Source: an optimization exercise on an open RTL-to-GDS flow (aim: small area). Production flows keep margins and buffers that such runs may drop.
The RTL was checked by simulation tests, not by an equivalence proof against the original design.

==> zinc <==
==> flow/design.v <==
`timescale 1ns / 1ps
module CPU (
    input         clk,
    input         reset,
    output [15:0] imem_addr,
    input  [15:0] imem_data,
    output [15:0] dmem_addr,
    output [15:0] dmem_wdata,
    output        dmem_we,
    output        dmem_re,
    input  [15:0] dmem_rdata,
    output        halt
);
    reg [3:0] ph;        
    reg [1:0] pn;        
    reg       init;      
    reg       halted;
    wire first = (ph == 4'd0);
    wire lastc = (ph == 4'd15);
    reg [15:0] g1, g2, g3, g4, g5, g6, g7;
    reg [15:0] ra, at, hi, lo;
    reg [15:0] pc;
    reg [15:0] w;
    reg [15:0] m;
    reg [3:0]  kreg;
    reg        rtop;
    reg        c, nz, cp;
    reg        sga, sgb, sa, sb, dly;
    wire [15:0] ins = imem_data;
    wire [3:0] op  = ins[15:12];
    wire [2:0] rsI = ins[11:9];
    wire [2:0] rtI = ins[8:6];
    wire [2:0] rdI = ins[5:3];
    wire [2:0] fn  = ins[2:0];
    wire isR     = (op == 4'd0) | (op == 4'd1);
    wire sgnop   = (op == 4'd1);
    wire isMD    = isR & (fn[2:1] == 2'b01);
    wire isMul   = isMD & ~fn[0];
    wire isDiv   = isMD & fn[0];
    wire isJR    = sgnop & (fn == 3'd7);
    wire isSlti  = (op == 4'd4);
    wire isCmp   = (sgnop & (fn == 3'd4 | fn == 3'd5 | fn == 3'd6)) | isSlti;
    wire isALU   = isR & ~isMD & ~isJR & ~(sgnop & fn[2]);
    wire isShift = (op == 4'd2);
    wire isAddi  = (op == 4'd3);
    wire isBneq  = (op == 4'd5);
    wire isBgtz  = (op == 4'd6);
    wire isBr    = isBneq | isBgtz;
    wire isJ     = (op == 4'd7);
    wire isLH    = (op == 4'd8);
    wire isSH    = (op == 4'd9);
    wire isMF    = (op == 4'd10);
    wire isMT    = (op == 4'd11);
    wire isHalt  = (op == 4'd15);
    wire [1:0] lastpn = (isMD | isShift) ? 2'd2 :
                        (isCmp | isBr | isLH | isSH) ? 2'd1 : 2'd0;
    wire pass0 = (pn == 2'd0);
    wire pass1 = (pn == 2'd1);
    wire pass2 = (pn == 2'd2);
    function sel8(input [2:0] s, input b1, input b2, input b3, input b4,
                  input b5, input b6, input b7);
        case (s)
            3'd1: sel8 = b1;
            3'd2: sel8 = b2;
            3'd3: sel8 = b3;
            3'd4: sel8 = b4;
            3'd5: sel8 = b5;
            3'd6: sel8 = b6;
            3'd7: sel8 = b7;
            default: sel8 = 1'b0;
        endcase
    endfunction
    wire a   = sel8(rsI, g1[0], g2[0], g3[0], g4[0], g5[0], g6[0], g7[0]);
    wire b   = sel8(rtI, g1[0], g2[0], g3[0], g4[0], g5[0], g6[0], g7[0]);
    wire a15 = sel8(rsI, g1[15], g2[15], g3[15], g4[15], g5[15], g6[15], g7[15]);
    wire b15 = sel8(rtI, g1[15], g2[15], g3[15], g4[15], g5[15], g6[15], g7[15]);
    wire [3:0] q    = (isBr | isJ) ? ph - 4'd1 : ph;
    wire [3:0] fidx = (~isJ & (q > 4'd5)) ? 4'd5 : q;
    wire       fbit = ins[fidx];
    wire useImm = isAddi | isSlti | isLH | isSH;
    wire b2     = useImm ? fbit : isBgtz ? 1'b0 : b;
    wire sub    = (isR & (fn == 3'd1)) | isCmp | isBneq;
    wire b2x    = b2 ^ sub;
    wire cin    = first ? sub : c;
    wire sum    = a ^ b2x ^ cin;
    wire cout   = (a & b2x) | (a & cin) | (b2x & cin);
    wire nzall  = nz | sum;
    reg alu_res;
    always @(*) begin
        case (fn)
            3'd4:    alu_res = a & b;
            3'd5:    alu_res = a | b;
            3'd6:    alu_res = ~(a | b);
            3'd7:    alu_res = a ^ b;
            default: alu_res = sum;
        endcase
    end
    reg fval;
    always @(*) begin
        if (isBneq)                 fval = nzall;
        else if (isBgtz)            fval = ~a & nzall;
        else if (isSlti | fn == 3'd4) fval = (a != b2) ? a : sum;
        else if (fn == 3'd5)        fval = ~nzall;
        else                        fval = ~cout;
    end
    wire pcb     = pc[ph];
    wire cinp    = (ph == 4'd1) ? 1'b1 : (first ? 1'b0 : cp);
    wire offb    = isBr & nz & ~first & fbit;
    wire npc_sum = pcb ^ offb ^ cinp;
    wire npc_cy  = (pcb & offb) | (pcb & cinp) | (offb & cinp);
    wire npc_out = isJR ? a :
                   (isJ & (ph <= 4'd12)) ? (~first & fbit) : npc_sum;
    wire npcpass = (isBr | isSH) ? pass1 : pass0;
    wire w_in = init ? 1'b0 :
                npcpass ? npc_out :
                (isSH & pass0) ? b : w[0];
    wire lastpass = (pn == lastpn);
    wire pc_load  = lastc & (init | (lastpass & ~isHalt));
    wire [3:0] cmp_in = (pass2 & ~fn[0]) ? ~ph : ph;
    wire       lt     = cmp_in < kreg;
    wire       rot    = pass1 & (lt ^ fn[0]);
    wire       sh_res = m[0] & ~(fn[2] | (~fn[1] & lt));
    wire sa_e = first ? 1'b0 : sa;
    wire sb_e = first ? 1'b0 : sb;
    wire nga  = sgnop & (first ? a15 : sga);
    wire ngb  = sgnop & (first ? b15 : sgb);
    wire da   = a ^ (nga & sa_e);           
    wire db   = b ^ (ngb & sb_e);           
    wire rstr = lastc ? rtop : hi[1];       
    wire qstr = lo[0];                      
    wire rfix = nz & (rstr ^ (sga & sa_e));
    wire qfix = nz & (qstr ^ ((sga ^ sgb) & sb_e));
    wire divp0 = ~init & isDiv & pass0;
    wire divp2 = ~init & isDiv & pass2;
    wire mulc = ~init & isMul & pass1;
    wire divc = ~init & isDiv & pass1;
    wire aen  = divc | (mulc & a);
    wire ainv = divc | (mulc & sgnop & lastc);
    wire [15:0] addb = (m ^ {16{ainv}}) & {16{aen}};
    wire [16:0] hc;
    wire [15:0] hsum;
    assign hc[0] = ainv & aen;
    genvar gi;
    generate
        for (gi = 0; gi < 16; gi = gi + 1) begin : hadd
            assign hsum[gi]    = hi[gi] ^ addb[gi] ^ hc[gi];
            assign hc[gi + 1]  = (hi[gi] & addb[gi]) | (hc[gi] & (hi[gi] ^ addb[gi]));
        end
    endgenerate
    wire        hcy  = hc[16];
    wire        s16  = sgnop ? (hi[15] ^ addb[15] ^ hcy) : hcy;
    wire        ge   = rtop | hcy;
    reg sp_str;
    always @(*) begin
        case (fn)
            3'd1:    sp_str = npc_sum;
            3'd2:    sp_str = ra[0];
            3'd3:    sp_str = at[0];
            3'd4:    sp_str = hi[0];
            3'd5:    sp_str = lo[0];
            default: sp_str = 1'b0;
        endcase
    end
    wire rbit = dmem_rdata[ph];
    wire wb = isALU   ? alu_res :
              isAddi  ? sum :
              isCmp   ? (first & nz) :
              isShift ? sh_res :
              isLH    ? rbit :
              isMF    ? sp_str : 1'b0;
    wire wpass = ((isALU | isAddi | isMF) & pass0) |
                 ((isCmp | isLH) & pass1) |
                 ((isMD | isShift) & pass2);
    wire wen   = ~init & wpass;
    wire [2:0] dest = (isAddi | isSlti | isLH) ? rtI : rdI;
    wire wbit  = ~init & wb;
    wire we1 = init | (wen & dest == 3'd1);
    wire we2 = init | (wen & dest == 3'd2);
    wire we3 = init | (wen & dest == 3'd3);
    wire we4 = init | (wen & dest == 3'd4);
    wire we5 = init | (wen & dest == 3'd5);
    wire we6 = init | (wen & dest == 3'd6);
    wire we7 = init | (wen & dest == 3'd7);
    wire mtp = ~init & isMT & pass0;
    wire ra_in = init ? 1'b0 : (mtp & fn == 3'd2) ? b : ra[0];
    wire at_in = init ? 1'b0 : (mtp & fn == 3'd3) ? b : at[0];
    wire hi_in = init ? 1'b0 :
                 (mtp & fn == 3'd4) ? b :
                 (isMD & pass0) ? 1'b0 :
                 divp2 ? rfix : hi[0];
    wire lo_in = init ? 1'b0 :
                 (mtp & fn == 3'd5) ? b :
                 divp0 ? (~first & dly) :
                 divp2 ? qfix : lo[0];
    wire m_en = pass0 | (isShift & (pass2 | rot));
    wire m_in = ~pass0 ? m[0] :
                (isLH | isSH) ? sum :
                isDiv ? db : b;
    always @(posedge clk or posedge reset) begin
        if (reset) begin
            ph     <= 4'd0;
            pn     <= 2'd0;
            init   <= 1'b1;
            halted <= 1'b0;
        end else begin
            ph <= ph + 4'd1;
            if (init) begin
                if (lastc) init <= 1'b0;
            end else begin
                if (lastc) pn <= lastpass ? 2'd0 : pn + 2'd1;
                if (isHalt) halted <= 1'b1;
            end
        end
    end
    always @(posedge clk) begin
        g1 <= {we1 ? wbit : g1[0], g1[15:1]};
        g2 <= {we2 ? wbit : g2[0], g2[15:1]};
        g3 <= {we3 ? wbit : g3[0], g3[15:1]};
        g4 <= {we4 ? wbit : g4[0], g4[15:1]};
        g5 <= {we5 ? wbit : g5[0], g5[15:1]};
        g6 <= {we6 ? wbit : g6[0], g6[15:1]};
        g7 <= {we7 ? wbit : g7[0], g7[15:1]};
        ra <= {ra_in, ra[15:1]};
        at <= {at_in, at[15:1]};
        w <= {w_in, w[15:1]};
        if (pc_load) pc <= {w_in, w[15:1]};
        if (m_en) m <= {m_in, m[15:1]};
        if (pass0 & (ph < 4'd4)) kreg <= {a, kreg[3:1]};
        c <= cout;
        if (pass0) begin
            if (isDiv)      nz <= (~first & nz) | b;
            else if (lastc) nz <= fval;
            else            nz <= (~first & nz) | sum;
        end
        cp <= npc_cy;
        if (divp0 & first) begin
            sga <= sgnop & a15;
            sgb <= sgnop & b15;
        end
        if (divp0) begin
            sa  <= sa_e | a;
            sb  <= sb_e | b;
            dly <= da;
        end else if (divp2) begin
            sa  <= sa_e | rstr;
            sb  <= sb_e | qstr;
        end
        if (divc) begin
            hi   <= {ge ? hsum[14:0] : hi[14:0], lo[15]};
            rtop <= ge ? hsum[15] : hi[15];
            lo   <= {lo[14:0], ge};
        end else begin
            hi   <= {mulc ? s16 : hi_in, hsum[15:2],
                     (divp0 & lastc) ? da : hsum[1]};
            lo   <= {mulc ? hsum[0] : lo_in, lo[15:1]};
            if (pass0) rtop <= 1'b0;
        end
    end
    assign imem_addr  = pc;
    assign dmem_addr  = m;
    assign dmem_wdata = w;
    assign dmem_we    = ~init & isSH & pass1 & first;
    assign dmem_re    = ~init & isLH & pass1;
    assign halt       = halted;
endmodule
==> flow/run.sh <==
#!/bin/bash
# synth_recipe.tcl (not shown) runs the flow's synth.tcl, then flattens the netlist and writes it again
# the make line also repeats each setting of config.mk as NAME=value (left out here)
make -C /OpenROAD-flow-scripts/flow DESIGN_CONFIG=/design/flow/config.mk WORK_HOME=/design/flow/orfs CLKGATE_MAP_FILE= SYNTH_SCRIPT=/design/flow/synth_recipe.tcl finish
==> flow/config.mk <==
export PLATFORM = sky130hd
export DESIGN_NAME = CPU
export DESIGN_NICKNAME = CPU
export VERILOG_FILES = /design/flow/design.v
export SDC_FILE = /design/flow/constraint.sdc
export NUM_CORES = 4
export LEC_CHECK = 0
export CAP_MARGIN = 20
export CORE_MARGIN = 2
export CORE_UTILIZATION = 40
export SLEW_MARGIN = 20
==> flow/constraint.sdc <==
create_clock -name core_clock -period 35.0 [get_ports {clk}]
set_input_delay 7.0000 -clock core_clock [delete_from_list [all_inputs] [get_ports {clk}]]
set_output_delay 7.0000 -clock core_clock [all_outputs]
set_load 0.01 [all_outputs]
==> violet (differences from zinc) <==
--- a/flow/design.v
+++ b/flow/design.v
@@ -14,7 +14,6 @@
     reg [3:0] ph;        
     reg [1:0] pn;        
     reg       init;      
-    reg       halted;
     wire first = (ph == 4'd0);
     wire lastc = (ph == 4'd15);
     reg [15:0] g1, g2, g3, g4, g5, g6, g7;
@@ -25,7 +24,7 @@
     reg [3:0]  kreg;
     reg        rtop;
     reg        c, nz, cp;
-    reg        sga, sgb, sa, sb, dly;
+    reg        sga, sgb, sa, sb, dly, rsg, fdel;
     wire [15:0] ins = imem_data;
     wire [3:0] op  = ins[15:12];
     wire [2:0] rsI = ins[11:9];
@@ -52,11 +51,12 @@
     wire isMF    = (op == 4'd10);
     wire isMT    = (op == 4'd11);
     wire isHalt  = (op == 4'd15);
-    wire [1:0] lastpn = (isMD | isShift) ? 2'd2 :
+    wire [1:0] lastpn = isDiv ? 2'd3 : (isMul | isShift) ? 2'd2 :
                         (isCmp | isBr | isLH | isSH) ? 2'd1 : 2'd0;
     wire pass0 = (pn == 2'd0);
     wire pass1 = (pn == 2'd1);
     wire pass2 = (pn == 2'd2);
+    wire pass3 = (pn == 2'd3);
     function sel8(input [2:0] s, input b1, input b2, input b3, input b4,
                   input b5, input b6, input b7);
         case (s)
@@ -72,10 +72,7 @@
     endfunction
     wire a   = sel8(rsI, g1[0], g2[0], g3[0], g4[0], g5[0], g6[0], g7[0]);
     wire b   = sel8(rtI, g1[0], g2[0], g3[0], g4[0], g5[0], g6[0], g7[0]);
-    wire a15 = sel8(rsI, g1[15], g2[15], g3[15], g4[15], g5[15], g6[15], g7[15]);
-    wire b15 = sel8(rtI, g1[15], g2[15], g3[15], g4[15], g5[15], g6[15], g7[15]);
-    wire [3:0] q    = (isBr | isJ) ? ph - 4'd1 : ph;
-    wire [3:0] fidx = (~isJ & (q > 4'd5)) ? 4'd5 : q;
+    wire [3:0] fidx = (~isJ & (ph > 4'd5)) ? 4'd5 : ph;
     wire       fbit = ins[fidx];
     wire useImm = isAddi | isSlti | isLH | isSH;
     wire b2     = useImm ? fbit : isBgtz ? 1'b0 : b;
@@ -103,14 +100,16 @@
         else if (fn == 3'd5)        fval = ~nzall;
         else                        fval = ~cout;
     end
-    wire pcb     = pc[ph];
+    wire [15:0] selbus = dmem_re ? dmem_rdata : pc;
+    wire        selbit = selbus[ph];
+    wire pcb     = selbit;
     wire cinp    = (ph == 4'd1) ? 1'b1 : (first ? 1'b0 : cp);
-    wire offb    = isBr & nz & ~first & fbit;
+    wire offb    = isBr & nz & ~first & fdel;
     wire npc_sum = pcb ^ offb ^ cinp;
     wire npc_cy  = (pcb & offb) | (pcb & cinp) | (offb & cinp);
     wire npc_out = isJR ? a :
-                   (isJ & (ph <= 4'd12)) ? (~first & fbit) : npc_sum;
-    wire npcpass = (isBr | isSH) ? pass1 : pass0;
+                   (isJ & (ph <= 4'd12)) ? (~first & fdel) : npc_sum;
+    wire npcpass = isLH ? pass0 : lastpass;
     wire w_in = init ? 1'b0 :
                 npcpass ? npc_out :
                 (isSH & pass0) ? b : w[0];
@@ -120,22 +119,25 @@
     wire       lt     = cmp_in < kreg;
     wire       rot    = pass1 & (lt ^ fn[0]);
     wire       sh_res = m[0] & ~(fn[2] | (~fn[1] & lt));
+    wire divp0 = ~init & isDiv & pass0;
+    wire divp1 = ~init & isDiv & pass1;
+    wire divp3 = ~init & isDiv & pass3;
     wire sa_e = first ? 1'b0 : sa;
     wire sb_e = first ? 1'b0 : sb;
-    wire nga  = sgnop & (first ? a15 : sga);
-    wire ngb  = sgnop & (first ? b15 : sgb);
-    wire da   = a ^ (nga & sa_e);           
-    wire db   = b ^ (ngb & sb_e);           
+    wire da   = lo[0] ^ (sga & sa_e);       
+    wire dbm  = m[0] ^ (sgb & sb_e);        
     wire rstr = lastc ? rtop : hi[1];       
+    wire radd = rsg & m[0];                 
+    wire cc_e = first ? 1'b0 : c;
+    wire rc   = rstr ^ radd ^ cc_e;
+    wire rcy  = (rstr & radd) | (rstr & cc_e) | (radd & cc_e);
     wire qstr = lo[0];                      
-    wire rfix = nz & (rstr ^ (sga & sa_e));
+    wire rfix = nz & (rc ^ (sga & sa_e));
     wire qfix = nz & (qstr ^ ((sga ^ sgb) & sb_e));
-    wire divp0 = ~init & isDiv & pass0;
-    wire divp2 = ~init & isDiv & pass2;
     wire mulc = ~init & isMul & pass1;
-    wire divc = ~init & isDiv & pass1;
+    wire divc = ~init & isDiv & pass2;
     wire aen  = divc | (mulc & a);
-    wire ainv = divc | (mulc & sgnop & lastc);
+    wire ainv = divc ? ~rsg : (mulc & sgnop & lastc);
     wire [15:0] addb = (m ^ {16{ainv}}) & {16{aen}};
     wire [16:0] hc;
     wire [15:0] hsum;
@@ -149,7 +151,7 @@
     endgenerate
     wire        hcy  = hc[16];
     wire        s16  = sgnop ? (hi[15] ^ addb[15] ^ hcy) : hcy;
-    wire        ge   = rtop | hcy;
+    wire        t16  = rtop ^ ainv ^ hcy;    
     reg sp_str;
     always @(*) begin
         case (fn)
@@ -161,7 +163,7 @@
             default: sp_str = 1'b0;
         endcase
     end
-    wire rbit = dmem_rdata[ph];
+    wire rbit = selbit;
     wire wb = isALU   ? alu_res :
               isAddi  ? sum :
               isCmp   ? (first & nz) :
@@ -170,7 +172,7 @@
               isMF    ? sp_str : 1'b0;
     wire wpass = ((isALU | isAddi | isMF) & pass0) |
                  ((isCmp | isLH) & pass1) |
-                 ((isMD | isShift) & pass2);
+                 ((isMul | isShift) & pass2) | (isDiv & pass3);
     wire wen   = ~init & wpass;
     wire [2:0] dest = (isAddi | isSlti | isLH) ? rtI : rdI;
     wire wbit  = ~init & wb;
@@ -187,28 +189,28 @@
     wire hi_in = init ? 1'b0 :
                  (mtp & fn == 3'd4) ? b :
                  (isMD & pass0) ? 1'b0 :
-                 divp2 ? rfix : hi[0];
+                 divp3 ? rfix : hi[0];
     wire lo_in = init ? 1'b0 :
                  (mtp & fn == 3'd5) ? b :
-                 divp0 ? (~first & dly) :
-                 divp2 ? qfix : lo[0];
-    wire m_en = pass0 | (isShift & (pass2 | rot));
-    wire m_in = ~pass0 ? m[0] :
+                 divp0 ? a :
+                 divp1 ? (~first & dly) :
+                 divp3 ? qfix : lo[0];
+    wire m_en = pass0 | (isShift & (pass2 | rot)) | (isDiv & (pass1 | pass3));
+    wire m_in = divp1 ? dbm :
+                ~pass0 ? m[0] :
                 (isLH | isSH) ? sum :
-                isDiv ? db : b;
+                b;
     always @(posedge clk or posedge reset) begin
         if (reset) begin
             ph     <= 4'd0;
             pn     <= 2'd0;
             init   <= 1'b1;
-            halted <= 1'b0;
         end else begin
             ph <= ph + 4'd1;
             if (init) begin
                 if (lastc) init <= 1'b0;
             end else begin
                 if (lastc) pn <= lastpass ? 2'd0 : pn + 2'd1;
-                if (isHalt) halted <= 1'b1;
             end
         end
     end
@@ -226,34 +228,39 @@
         if (pc_load) pc <= {w_in, w[15:1]};
         if (m_en) m <= {m_in, m[15:1]};
         if (pass0 & (ph < 4'd4)) kreg <= {a, kreg[3:1]};
-        c <= cout;
+        c <= divp3 ? rcy : cout;
         if (pass0) begin
             if (isDiv)      nz <= (~first & nz) | b;
             else if (lastc) nz <= fval;
             else            nz <= (~first & nz) | sum;
         end
         cp <= npc_cy;
-        if (divp0 & first) begin
-            sga <= sgnop & a15;
-            sgb <= sgnop & b15;
-        end
-        if (divp0) begin
-            sa  <= sa_e | a;
-            sb  <= sb_e | b;
+        fdel <= fbit;
+        if (divp0 & lastc) begin
+            sga <= sgnop & a;
+            sgb <= sgnop & b;
+        end
+        if (divp1) begin
+            sa  <= sa_e | lo[0];
+            sb  <= sb_e | m[0];
             dly <= da;
-        end else if (divp2) begin
-            sa  <= sa_e | rstr;
+        end else if (divp3) begin
+            sa  <= sa_e | rc;
             sb  <= sb_e | qstr;
         end
         if (divc) begin
-            hi   <= {ge ? hsum[14:0] : hi[14:0], lo[15]};
-            rtop <= ge ? hsum[15] : hi[15];
-            lo   <= {lo[14:0], ge};
+            hi   <= {hsum[14:0], lo[15]};
+            rtop <= hsum[15];
+            rsg  <= t16;
+            lo   <= {lo[14:0], ~t16};
         end else begin
             hi   <= {mulc ? s16 : hi_in, hsum[15:2],
-                     (divp0 & lastc) ? da : hsum[1]};
+                     (divp1 & lastc) ? da : hsum[1]};
             lo   <= {mulc ? hsum[0] : lo_in, lo[15:1]};
-            if (pass0) rtop <= 1'b0;
+            if (pass0) begin
+                rtop <= 1'b0;
+                rsg  <= 1'b0;
+            end
         end
     end
     assign imem_addr  = pc;
@@ -261,5 +268,5 @@
     assign dmem_wdata = w;
     assign dmem_we    = ~init & isSH & pass1 & first;
     assign dmem_re    = ~init & isLH & pass1;
-    assign halt       = halted;
+    assign halt       = ~init & isHalt;
 endmodule
==> flow/flow/run.sh (new file) <==
#!/bin/bash
# The standard layout (standard.sh, unchanged synthesis), with two changes
# made through ORFS variables: port buffers use the smallest buffer, and CTS
# uses small clock buffers in clusters of at most 8 sinks, without dummy loads.
set -euo pipefail
export BUFFER_PORTS_ARGS="-buffer_cell sky130_fd_sc_hd__buf_1"
export CTS_ARGS="-sink_clustering_enable -repair_clock_nets -buf_list sky130_fd_sc_hd__clkbuf_4 -dont_use_dummy_load -sink_clustering_size 8 -sink_clustering_max_diameter 60"
bash standard.sh > standard.log 2>&1
==> flow/standard.sh (new file) <==
#!/bin/bash
# synth_recipe.tcl (not shown) runs the flow's synth.tcl, then flattens the netlist and writes it again
# the make line also repeats each setting of config.mk as NAME=value (left out here)
make -C /OpenROAD-flow-scripts/flow DESIGN_CONFIG=/design/flow/config.mk WORK_HOME=/design/flow/orfs CLKGATE_MAP_FILE= SYNTH_SCRIPT=/design/flow/synth_recipe.tcl "${@:-finish}"
--- a/flow/config.mk
+++ b/flow/config.mk
@@ -5,7 +5,8 @@
 export SDC_FILE = /design/flow/constraint.sdc
 export NUM_CORES = 4
 export LEC_CHECK = 0
+export ABC_AREA = 1
 export CAP_MARGIN = 20
 export CORE_MARGIN = 2
-export CORE_UTILIZATION = 40
+export CORE_UTILIZATION = 60
 export SLEW_MARGIN = 20
removed: flow/run.sh
==> results.yml <==
synth:
  adder_and_majority_gate_portion_of_the_synthesized_area: 0.0603
  synth_simple_gate_area_share: 0.199
  yosys.cell_count.top_type: "sky130_fd_sc_hd__nand2_1"
  cell_types_with_the_largest_area_share_after_synthesis: "sky130_fd_sc_hd__dfxtp_1 43%, sky130_fd_sc_hd__edfxtp_1 14%, sky130_fd_sc_hd__nand2_1 8.1%, sky130_fd_sc_hd__fa_1 4.4%, sky130_fd_sc_hd__nand3_1 3.9%"
  synth.cells.most_frequent: "196 x sky130_fd_sc_hd__nand2_1, 195 x sky130_fd_sc_hd__dfxtp_1, 95 x sky130_fd_sc_hd__inv_1"
clocking:
  total_number_of_clock_tree_sinks: 246
power_and_ir_drop:
  power_per_cell_area_nw_per_um2: 55.0
cells_and_area:
  buffer_area_frac: 0.0328
  clkbuf_count: 37
  final_common_cell: "sky130_fd_sc_hd__nand2_1"
critical_path:
  cpPeakStageDelay_ns: 0.83
route:
  detail_route.wl_per_cell_um: 17.3
  routed_wl_mm: 21.0
outcome:
  status: "finished clean"
placement:
  dpl_worst_slack_ns: 17.37
floorplanning:
  design.core.area_um2: 15000
  floorplan.die_area_um2: 16200
[end of results for violet]
==> results.yml <==
outcome:
  status: "finished clean"
synth:
  adder_and_majority_gate_portion_of_the_synthesized_area: 0.0545
  syn_area_per_cell_um2: 11.6
  synth_simple_gate_area_share: 0.110
  yosys.cell_count.top_type: "sky130_fd_sc_hd__dfxtp_1"
  synth.cells.most_frequent: "194 x sky130_fd_sc_hd__dfxtp_1, 75 x sky130_fd_sc_hd__nand2_1, 43 x sky130_fd_sc_hd__edfxtp_1"
cells_and_area:
  final_common_cell: "sky130_fd_sc_hd__dfxtp_1"
  largest_class: "flip-flops and latches"
  buffer_area_frac: 0.0785
critical_path:
  cpPeakStageDelay_ns: 0.86
  required_ns: 35.30
  timing.critical_path.to: "rtop"
route:
  detail_route.wl_per_cell_um: 16.7
  routed_wl_mm: 20.5
floorplanning:
  floorplan.die_area_um2: 25000
  design.core.area_um2: 23400
  tapcell.inserted: 319
power_and_ir_drop:
  dominant_power_group: "registers"
placement:
  dp_hpwl_mm: 14.2
[end of results for zinc]

port drivers added, routing unchanged:
Ports are ideal in the flow. The routed layouts listed here were re-timed in OpenROAD. Step 1 sets driving cells, clkbuf_16 on the clock port and buf_2 on the other inputs (assumed; they add their load-dependent delay and slew). Step 2 adds t to the input delays and takes it off the output delays; t is the mean of the earliest and latest rising clock arrival at the registers after step 1. Input paths then give back, and output paths get back, about the clock's delay inside the block. a / b / c = no drivers / after step 1 / after step 2; a / b = the first two.
run | t, ns | setup WS [ns] | worst hold slack (ns) | worst setup path at the end | pins driven straight from the clock port
zinc | 0.581 | 17.897 / 17.921 / 17.339 | 0.314 / 0.314 / 0.314 | input to register | 1
violet | 0.627 | 17.943 / 17.935 / 17.307 | 0.280 / 0.280 / 0.280 | input to register | 1
After both steps every run listed still meets setup and hold. For violet, which loses most, drivers alone change the setup slack by -0.008 ns; drivers and shift together by -0.636 ns.
